Background: an optimization exercise with open tools, aiming at small area. Do not read the settings as production practice.
The RTL was checked by simulation tests, not by an equivalence proof against the original design.
Power and IR drop assume default switching activity.

Design TopLevel, start of the top module:
module TopLevel #(
    parameter CACHE_SIZE     = 8,
    parameter BLOCK_SIZE     = 4,
    parameter ADDRESS_WIDTH  = 6,
    parameter DATA_WIDTH     = 32,
    parameter INDEX_WIDTH    = 3,
    parameter TAG_WIDTH      = ADDRESS_WIDTH - INDEX_WIDTH - $clog2(BLOCK_SIZE),
    parameter NUM_CORES      = 2
) (
    input  logic clk,
    input  logic reset,
    input  logic [NUM_CORES-1:0] core_req_valid,
    input  logic [NUM_CORES-1:0] core_req_type,
    input  logic [NUM_CORES*ADDRESS_WIDTH-1:0] core_req_addr,
    input  logic [NUM_CORES*DATA_WIDTH-1:0] core_req_data,
    output logic [NUM_CORES-1:0] cache_resp_valid,
    output logic [NUM_CORES*DATA_WIDTH-1:0] cache_resp_data
);
Settings: LEC_CHECK=0, CAP_MARGIN=0, CORE_MARGIN=2, CORE_UTILIZATION=55, CTS_BUF_LIST=sky130_fd_sc_hd__clkbuf_4 sky130_fd_sc_hd__clkbuf_8 sky130_fd_sc_hd__clkbuf_16, CTS_CLUSTER_DIAMETER=50, CTS_CLUSTER_SIZE=25, GPL_TIMING_DRIVEN=0, PLACE_DENSITY=0.65, SLEW_MARGIN=0; clock period 5.0 ns.
run.sh (not shown) runs the stock make flow with config.mk's settings and CLKGATE_MAP_FILE= SYNTH_SCRIPT=/design/flow/synth_recipe.tcl, a recipe that flattens the netlist after the stock synthesis.
The baseline finished with capacitance limit, slew limit, setup timing left.
Next try:
- CAP_MARGIN: 0 -> 20
- CORE_UTILIZATION: 55 -> 45
- CTS_BUF_LIST: sky130_fd_sc_hd__clkbuf_4 sky130_fd_sc_hd__clkbuf_8 sky130_fd_sc_hd__clkbuf_16 -> unset
- CTS_CLUSTER_DIAMETER: 50 -> unset
- CTS_CLUSTER_SIZE: 25 -> unset
- GPL_TIMING_DRIVEN: 0 -> unset
- PLACE_DENSITY: 0.65 -> 0.6
- SLEW_MARGIN: 0 -> 20
What happened: With this change the flow produced a clean layout. Cell count increases by a few percent. Count of clock-buffer cells in the layout went up by 146. Setup slack gains 1100 ps. Sequential cell count stays the same. Power rises by a few percent. Routed wire length shrinks by roughly a tenth.
Next try:
==> flow/flow/run.sh (new file) <==
#!/bin/bash
# Own layout flow: the standard synthesis unchanged, then the standard layout from
# floorplan to finish with the two largest plain buffers set don't-use, so that the resizer
# buffers the memory's high-fanout nets with smaller buffers instead of buf_12/buf_16 trees,
# and a clock tree built without dummy loads.
set -euo pipefail
W=$(pwd)
R=$W/orfs/results/${FLOW_PLATFORM}/TopLevel/base

bash standard.sh synth > $W/std_synth.log 2>&1

cp $W/config.mk $W/config.mk.std
echo 'export DONT_USE_CELLS = sky130_fd_sc_hd__buf_12 sky130_fd_sc_hd__buf_16 sky130_fd_sc_hd__bufbuf_16' >> $W/config.mk
# Clock tree: clustered clkbuf_8/clkbuf_16 sink buffers, without ORFS's dummy balancing loads.
echo 'export CTS_ARGS = -sink_clustering_enable -repair_clock_nets -dont_use_dummy_load -buf_list {sky130_fd_sc_hd__clkbuf_8 sky130_fd_sc_hd__clkbuf_16} -sink_clustering_size 20 -sink_clustering_max_diameter 50' >> $W/config.mk
# keep the synthesis results up to date with respect to the edited config
for f in 1_1_yosys_canonicalize.rtlil 1_2_yosys.v 1_2_yosys.sdc 1_synth.odb 1_synth.sdc; do
  [[ -f $R/$f ]] && touch $R/$f
  sleep 1
done

bash standard.sh finish > $W/std_layout.log 2>&1
==> flow/standard.sh (new file) <==
#!/bin/bash
# synth_recipe.tcl (not shown) runs the flow's synth.tcl, then flattens the netlist and writes it again
# the make line also repeats each setting of config.mk as NAME=value (left out here)
make -C /OpenROAD-flow-scripts/flow DESIGN_CONFIG=/design/flow/config.mk WORK_HOME=/design/flow/orfs CLKGATE_MAP_FILE= SYNTH_SCRIPT=/design/flow/synth_recipe.tcl "${@:-finish}"
- CTS_ARGS: unset -> -sink_clustering_enable -repair_clock_nets -dont_use_dummy_load -buf_list {sky130_fd_sc_hd__clkbuf_8 sky130_fd_sc_hd__clkbuf_16} -sink_clustering_size 20 -sink_clustering_max_diameter 50
- DONT_USE_CELLS: unset -> sky130_fd_sc_hd__buf_12 sky130_fd_sc_hd__buf_16 sky130_fd_sc_hd__bufbuf_16
- SETUP_SLACK_MARGIN: unset -> 0.1
removed: flow/run.sh
Outcome: Wire length came out higher by 0.78%. Via count barely changes. Power shrinks by 7.0%.

[static timing again, ports no longer ideal]
Ports are ideal in the flow. The routed layouts listed here were re-timed in OpenROAD. Step 1 assumes that a clkbuf_16 drives the clock port and a buf_2 every other input. Step 2 adds t to the input delays and takes it off the output delays; t is the mean of the earliest and latest rising clock arrival at the registers after step 1. Input paths then give back, and output paths get back, about the clock's delay inside the block. Three values: no drivers, after step 1, after step 2; two values: the first two.
| run | shift t [ns] | setup WS [ns] | clock arrival spread, ns |
|---|---|---|---|
| the first run | 1.032 | -0.457 / -0.457 / -0.894 | 0.053 / 0.053 |
| the second run | 1.035 | 0.670 / 0.670 / -0.112 | 0.076 / 0.076 |
| the third run | 1.043 | 0.242 / 0.242 / 0.172 | 0.147 / 0.147 |
With both steps, setup timing fails in the second run, where it was met with ideal ports. For the second run, which loses most, drivers alone change the setup slack by 0.000 ns; drivers and shift together by -0.782 ns.
